This is an optimization exercise on Yosys and OpenROAD, whose aim is small area, a short achievable clock period and few clock cycles per item, not a production implementation. Where RTL was checked, it was by simulation tests only, not by an equivalence proof against the original.

== trial 95 ==
## SQRT
module SQRT(
	CLK, RST,
	START,
	DATA_IN,
	DATA_OUT,
	DONE
);
Size: ~760 cells after synthesis, ~60 flip-flops, ~36 I/O pins.
==> module SQRT, before the edit <==
module SQRT(
	CLK, RST,
	START,
	DATA_IN,
	DATA_OUT,
	DONE
);
input			CLK, RST;
input			START;
input [15:0]	DATA_IN;
output [15:0]	DATA_OUT;
output			DONE;
reg			done_r;		 
reg			init_r;		 
reg [2:0]	iter;		 
reg			first;		 
reg [1:0]	nib;		 
reg [15:0]	X;			 
reg [15:0]	G;			 
reg [11:0]	A;			 
reg [7:0]	R;			 
function [8:0] DSTEP;
	input [7:0] r;
	input       b;
	input [7:0] d;
	reg   [7:0] t, g, p, gn, pn;
	reg         q;
	integer     i, k;
	begin
		t = {r[6:0], b};
		for (i = 0; i < 8; i = i + 1) begin
			g[i] = ~t[i] & d[i];
			p[i] = ~(t[i] ^ d[i]);
		end
		for (k = 1; k < 8; k = k * 2) begin
			gn = g; pn = p;
			for (i = k; i < 8; i = i + 1) begin
				gn[i] = g[i] | (p[i] & g[i-k]);
				pn[i] = p[i] & p[i-k];
			end
			g = gn; p = pn;
		end
		q = r[7] | ~g[7];
		DSTEP[8] = q;
		DSTEP[0] = q ? (t[0] ^ d[0]) : t[0];
		for (i = 1; i < 8; i = i + 1)
			DSTEP[i] = q ? (t[i] ^ d[i] ^ g[i-1]) : t[i];
	end
endfunction
wire [7:0]	gi    = G[15:8];
wire		last  = (nib == 2'd3);
reg [3:0]	xb;
always @(*) begin
	case (nib)
	2'd0: xb = X[15:12];
	2'd1: xb = X[11:8];
	2'd2: xb = X[7:4];
	default: xb = X[3:0];
	endcase
end
wire [7:0]	r0 = first ? (nib[0] ? {4'b0000, X[15:12]} : 8'd0) : R;
wire [8:0]	s3 = DSTEP(r0,       xb[3], gi);
wire [8:0]	s2 = DSTEP(s3[7:0],  xb[2], gi);
wire [8:0]	s1 = DSTEP(s2[7:0],  xb[1], gi);
wire [8:0]	s0 = DSTEP(s1[7:0],  xb[0], gi);
wire [3:0]	qn = {s3[8], s2[8], s1[8], s0[8]};
reg [3:0]	gb;
always @(*) begin
	case (nib)
	2'd0: gb = G[15:12];
	2'd1: gb = G[11:8];
	2'd2: gb = G[7:4];
	default: gb = G[3:0];
	endcase
end
wire [11:0]	ain = first ? {8'd0, nib[0] ? G[15:12] : 4'd0} : A;
wire [11:0]	hi0 = ain;
wire [11:0]	hi1 = ain + 12'd1;
wire [4:0]	lo  = {1'b0, gb} + {1'b0, qn};
wire [15:0]	sum = {lo[4] ? hi1 : hi0, lo[3:0]};
function SKIPS;
	input [11:0] h;		 
	input [3:0]  xt;	 
	begin
		SKIPS = (|h[11:9]) | (xt < h[8:5]);
	end
endfunction
wire		sk0 = SKIPS(hi0, X[15:12]);
wire		sk1 = SKIPS(hi1, X[15:12]);
wire		skn = lo[4] ? sk1 : sk0;
wire [15:0]	ea  = {X[15:4], 4'b0000};
wire [15:0]	eb  = ~{3'b000, X[15:4], 1'b0};
wire [15:0]	ek  = 16'h0038;
wire [15:0]	ex  = ea ^ eb ^ ek;
wire [15:0]	ec  = (ea & eb) | (ek & (ea ^ eb));
wire [15:0]	ey  = {ec[14:0], 1'b1};
reg  [15:0]	g0;
reg  [16:0]	gc;
integer		j;
always @(*) begin
	gc[0] = 1'b0;
	for (j = 0; j < 16; j = j + 1) begin
		g0[j]   = ex[j] ^ ey[j] ^ gc[j];
		gc[j+1] = (ex[j] & ey[j]) | (gc[j] & (ex[j] ^ ey[j]));
	end
end
wire		take = done_r & START;
wire		sk_in = |X[15:8] | (&X[7:4]);
always @(posedge CLK or posedge RST) begin
	if (RST)
		init_r <= 1'b0;
	else
		init_r <= take;
end
always @(posedge CLK or posedge RST) begin
	if (RST)
		done_r <= 1'b1;
	else if (done_r)
		done_r <= ~START;
	else if (!init_r && last && iter == 3'd4)
		done_r <= 1'b1;
end
always @(posedge CLK) begin
	R   <= s0[7:0];
	A   <= sum[11:0];
end
always @(posedge CLK) begin
	if (take)
		X     <= DATA_IN;
	if (init_r) begin
		G     <= g0;
		iter  <= 3'd0;
		first <= 1'b1;
		nib   <= {1'b0, sk_in};
	end else if (!done_r) begin
		if (last) begin
			G     <= {1'b0, sum[15:1]};
			iter  <= iter + 3'd1;
			first <= 1'b1;
			nib   <= {1'b0, skn};
		end else begin
			first <= 1'b0;
			nib   <= nib + 2'd1;
		end
	end
end
assign DONE     = done_r;
assign DATA_OUT = G;
endmodule
clock: 34.0 ns
lec_check: 0
abc_area: 1
cap_margin: 20
core_margin: 2
core_utilization: 40
cts_buf_list: sky130_fd_sc_hd__clkbuf_4
slew_margin: 20
standard.sh (not shown) runs the stock make flow with config.mk's settings and CLKGATE_MAP_FILE= SYNTH_SCRIPT=/design/flow/synth_recipe.tcl, a recipe that flattens the netlist after the stock synthesis.
==> flow/flow/run.sh <==
#!/bin/bash
set -euo pipefail
bash standard.sh SETUP_SLACK_MARGIN=25.5 "BUFFER_PORTS_ARGS=-buffer_cell sky130_fd_sc_hd__buf_2" finish > make_finish.log 2>&1
#### Input delta (build 64 over trial 95)
--- a/flow/design.v
+++ b/flow/design.v
@@ -22,30 +22,15 @@
 function [8:0] DSTEP;
 	input [7:0] r;
 	input       b;
 	input [7:0] d;
-	reg   [7:0] t, g, p, gn, pn;
-	reg         q;
-	integer     i, k;
+	reg   [9:0] t;
 	begin
-		t = {r[6:0], b};
-		for (i = 0; i < 8; i = i + 1) begin
-			g[i] = ~t[i] & d[i];
-			p[i] = ~(t[i] ^ d[i]);
-		end
-		for (k = 1; k < 8; k = k * 2) begin
-			gn = g; pn = p;
-			for (i = k; i < 8; i = i + 1) begin
-				gn[i] = g[i] | (p[i] & g[i-k]);
-				pn[i] = p[i] & p[i-k];
-			end
-			g = gn; p = pn;
-		end
-		q = r[7] | ~g[7];
-		DSTEP[8] = q;
-		DSTEP[0] = q ? (t[0] ^ d[0]) : t[0];
-		for (i = 1; i < 8; i = i + 1)
-			DSTEP[i] = q ? (t[i] ^ d[i] ^ g[i-1]) : t[i];
+		t = {1'b0, r, b} - {2'b00, d};
+		if (t[9])
+			DSTEP = {1'b0, r[6:0], b};
+		else
+			DSTEP = {1'b1, t[7:0]};
 	end
 endfunction
 wire [7:0]	gi    = G[15:8];
 wire		last  = (nib == 2'd3);
==> comparison <==
- Non-clock buffer instance count of the final layout (build 64 over trial 95): decrease, 20
- Timing-limited maximum frequency in build 64 is 3.7 MHz above trial 95.
- Period utilization (higher): trial 95
- Comparing trial 95 and build 64, global-route usage is higher on trial 95.
- Compared with trial 95, build 64 shows area of the multi-input gates lower by 11%.
- Going from trial 95 to build 64, wire length now sits lower; post-layout utilization of the core lower.
- done_r$_DFF_PP1_ as the origin of the worst setup path was reported by build 64, and G[11]$_DFFE_PP_ by trial 95.
- Going from trial 95 to build 64, the simple-gate area share of the yosys netlist was found to have gone down by 4.0 points.
Testbench counts of build 64, summed over its fixed seeds: cycles 34,869, items 2,048.
Function not checked in trial 95: the RTL went through the layout flow alone.

[what the ideal ports hide]
Ports are ideal in the flow. The routed layouts listed here were re-timed in OpenROAD. Step 1: set_driving_cell puts a clkbuf_16 on CLK and a buf_2 on each other input, an assumption about the parent block. Step 2 also shifts input and output timing later by t, the mid clock arrival at the registers, as if the neighbouring blocks saw the same clock. a / b / c = ideal / step 1 / step 2; a / b = the first two.
run	shift t [ns]	setup slack, ns	slew at the worst register clock pin (ns)	worst data-port slew with drivers (ns)
trial 95	0.433	25.782 / 25.755 / 25.965	0.11 / 0.11	0.03
build 64	0.422	26.021 / 25.994 / 26.125	0.11 / 0.11	0.04
After both steps every run listed still meets setup and hold.
